This design comes from an exercise in tuning for small area on the open sky130 flow, not from production work. Function was checked by simulation only, so behaviour that the tests miss may differ from the original. Power is estimated from default activity; no workload was simulated.

## exp/fjord
==> flow/design.v (excerpt) <==
module tlb_16(
    input clk,
    input rst,
    input   [18:0]  s0_vpn2,
    input           s0_odd_page,
    input   [ 7:0]  s0_asid,
    output          s0_found,
    output  [ 3:0]  s0_index,
    output  [19:0]  s0_pfn,
    output  [ 2:0]  s0_c,
    output          s0_d,
    output          s0_v,
    input   [18:0]  s1_vpn2,
    input           s1_odd_page,
    input   [ 7:0]  s1_asid,
    output          s1_found,
    output  [ 3:0]  s1_index,
    output  [19:0]  s1_pfn,
    output  [ 2:0]  s1_c,
    output          s1_d,
    output          s1_v,   
    input           we, 
    input   [ 3:0]  w_index,
    input   [18:0]  w_vpn2,
    input   [ 7:0]  w_asid,
    input           w_g,
    input   [19:0]  w_pfn0,
    input   [ 2:0]  w_c0,
    input           w_d0,
    input           w_v0,
    input   [19:0]  w_pfn1,
    input   [ 2:0]  w_c1,
    input           w_d1,
    input           w_v1,
    input   [ 3:0]  r_index,
    output  [18:0]  r_vpn2,
    output  [ 7:0]  r_asid,
    output          r_g,
    output  [19:0]  r_pfn0,
    output  [ 2:0]  r_c0,
    output          r_d0,
    output          r_v0,  
    output  [19:0]  r_pfn1,
    output  [ 2:0]  r_c1,
    output          r_d1,
    output          r_v1
);
For scale: roughly 5,800 cells after synthesis, roughly 1,200 flip-flops, ~0.057 mm² of cells after synthesis.
Settings: LEC_CHECK=0, CAP_MARGIN=20, CORE_MARGIN=2, CORE_UTILIZATION=40, SLEW_MARGIN=30, SYNTH_HIERARCHICAL=1, SYNTH_MINIMUM_KEEP_SIZE=0; clock period 10.0 ns.
standard.sh (not shown) runs the stock make flow with config.mk's settings and CLKGATE_MAP_FILE= SYNTH_SCRIPT=/design/flow/synth_recipe.tcl, a recipe that flattens the netlist after the stock synthesis.
==> flow/flow/run.sh <==
#!/bin/bash
# The standard layout, with two changes to how it is built:
#  - port buffers use the smallest buffer (buf_1) instead of the default pick;
#  - clock tree synthesis uses clkbuf_16 leaf clusters of at most 24 sinks
#    within 100 um, and inserts no dummy loads.
# The full make output goes to flow_make.log in this folder; ORFS's own
# per-step logs are under orfs/logs/.
set -euo pipefail
bash standard.sh \
  BUFFER_PORTS_ARGS="-buffer_cell sky130_fd_sc_hd__buf_1" \
  CTS_ARGS="-sink_clustering_enable -repair_clock_nets -dont_use_dummy_load -buf_list sky130_fd_sc_hd__clkbuf_16 -sink_clustering_size 24 -sink_clustering_max_diameter 100" \
  finish > flow_make.log 2>&1
What exp/delta does differently from exp/fjord at the input level:
==> flow/run.sh (new file) <==
#!/bin/bash
# synth_recipe.tcl (not shown) runs the flow's synth.tcl, then flattens the netlist and writes it again
# the make line also repeats each setting of config.mk as NAME=value (left out here)
make -C /OpenROAD-flow-scripts/flow DESIGN_CONFIG=/design/flow/config.mk WORK_HOME=/design/flow/orfs CLKGATE_MAP_FILE= SYNTH_SCRIPT=/design/flow/synth_recipe.tcl finish
removed: flow/flow/run.sh
removed: flow/standard.sh
Findings:
Delta (exp/delta minus exp/fjord): via count of the first global-routing pass shows an increase of 2.9%; combinational group share of total power shows a reduction of 3.0 points; ratio of final minimum period to clock period shows an increase of 1.1 points.
exp/fjord vs exp/delta, launch point of the critical path: s1_vpn2[8] vs s1_vpn2[0]
Looking at the reports, exp/delta completed the entire flow and the layout it produced met the timing, DRC and antenna checks.
> inputs changed (exp/delta -> exp/zinc)
==> flow/flow/run.sh (new file) <==
#!/bin/bash
# The standard layout, with two changes to how it is built:
#  - port buffers use the smallest buffer (buf_1) instead of the default pick;
#  - clock tree synthesis uses clkbuf_8 leaf clusters of at most 10 sinks
#    within 60 um, and inserts no dummy loads.
# The full make output goes to flow_make.log in this folder; ORFS's own
# per-step logs are under orfs/logs/.
set -euo pipefail
bash standard.sh \
  BUFFER_PORTS_ARGS="-buffer_cell sky130_fd_sc_hd__buf_1" \
  CTS_ARGS="-sink_clustering_enable -repair_clock_nets -dont_use_dummy_load -buf_list sky130_fd_sc_hd__clkbuf_8 -sink_clustering_size 10 -sink_clustering_max_diameter 60" \
  finish > flow_make.log 2>&1
==> flow/standard.sh (new file) <==
#!/bin/bash
# synth_recipe.tcl (not shown) runs the flow's synth.tcl, then flattens the netlist and writes it again
# the make line also repeats each setting of config.mk as NAME=value (left out here)
make -C /OpenROAD-flow-scripts/flow DESIGN_CONFIG=/design/flow/config.mk WORK_HOME=/design/flow/orfs CLKGATE_MAP_FILE= SYNTH_SCRIPT=/design/flow/synth_recipe.tcl "${@:-finish}"
removed: flow/run.sh
Results
Summary — met3 layer usage reported by global route, exp/zinc relative to exp/delta: lower, by 2.3 points.
Source-to-sink clock delay at the later pin of the worst-skew pair ended up 0.14 ns higher on exp/zinc than on exp/delta.
Higher per-cell via count in the routed design goes to exp/zinc over exp/delta.
exp/zinc ended with more number of antenna violations at the first check in global routing than exp/delta.
Note that the non-clock buffer count recorded for exp/zinc amounts to 0.825 times the value seen in exp/delta.
exp/zinc against exp/delta; first-iteration DRC count is down by a few percent.
In exp/zinc the overall global routing resource usage turned out 1.1 points lower than in exp/delta.
Sort exp/delta and exp/zinc by power share of the clock group, ascending, and exp/zinc comes first.
Comparing exp/delta and exp/zinc, the lower area growth from synthesis to layout is on exp/zinc.
Min ratio of cells with drive above 1 in the final layout across exp/delta and exp/zinc: exp/zinc
Sequential share of cell area for exp/zinc: 3.0 points up relative to exp/delta
Edits applied to the flow inputs when going from exp/zinc to exp/maple:
==> flow/flow/run.sh <==
#!/bin/bash
# The standard layout, with two changes to how it is built:
#  - port buffers use the smallest buffer (buf_1) instead of the default pick;
#  - clock tree synthesis uses clkbuf_8 leaf clusters of at most 12 sinks
#    within 60 um, and inserts no dummy loads.
# The full make output goes to flow_make.log in this folder; ORFS's own
# per-step logs are under orfs/logs/.
set -euo pipefail
bash standard.sh \
  BUFFER_PORTS_ARGS="-buffer_cell sky130_fd_sc_hd__buf_1" \
  CTS_ARGS="-sink_clustering_enable -repair_clock_nets -dont_use_dummy_load -buf_list sky130_fd_sc_hd__clkbuf_8 -sink_clustering_size 12 -sink_clustering_max_diameter 60" \
  finish > flow_make.log 2>&1
## What came out
Every run (exp/zinc and exp/maple) finished clean.
The run showing the smaller worst slew margin relative to its limit is exp/zinc.
Comparing share of power burned in the clock network for exp/zinc and exp/maple, the smaller number came from exp/maple.
Relative to exp/zinc, worst vdd rail ir drop increased by 10 µV in exp/maple.
exp/zinc -> exp/maple: tapcell count flat
Going from exp/zinc to exp/maple, share of layout cells above drive strength 1 went down 0.24 points, via count went down 308, sum of negative setup slack held, part of the cycle the worst path needs went up 0.28 points.
Vias per cell of exp/zinc is on par with exp/maple.

static timing again, ports no longer ideal:
How much do the figures lean on ideal ports? The routed layouts below were timed once more, with nothing changed but the port constraints.
Step 1 assumes that a clkbuf_16 drives the clock port and a buf_2 every other input.
Step 2, shift: input delay + t, output delay - t, t = (earliest + latest rising clock arrival at the registers) / 2. This alone moves slack from input paths to output paths.
a / b / c = ideal ports / drivers / drivers and shift; a / b = the first two.
| run | t (ns) | slack for setup (ns) | worst hold slack (ns) | worst register clock-pin slew, ns |
|---|---|---|---|---|
| exp/fjord | 0.829 | 0.775 / 0.715 / 0.715 | 0.534 / 0.534 / 0.534 | 0.12 / 0.12 |
| exp/delta | 0.909 | 0.668 / 0.639 / 0.639 | 0.527 / 0.527 / 0.527 | 0.07 / 0.07 |
| exp/zinc | 0.992 | 0.703 / 0.670 / 0.670 | 0.528 / 0.528 / 0.528 | 0.09 / 0.09 |
| exp/maple | 0.974 | 0.674 / 0.642 / 0.642 | 0.528 / 0.528 / 0.528 | 0.09 / 0.09 |
After both steps setup and hold are still met in every run listed. For exp/fjord, which loses most, drivers alone change the setup slack by -0.060 ns; drivers and shift together by -0.060 ns.
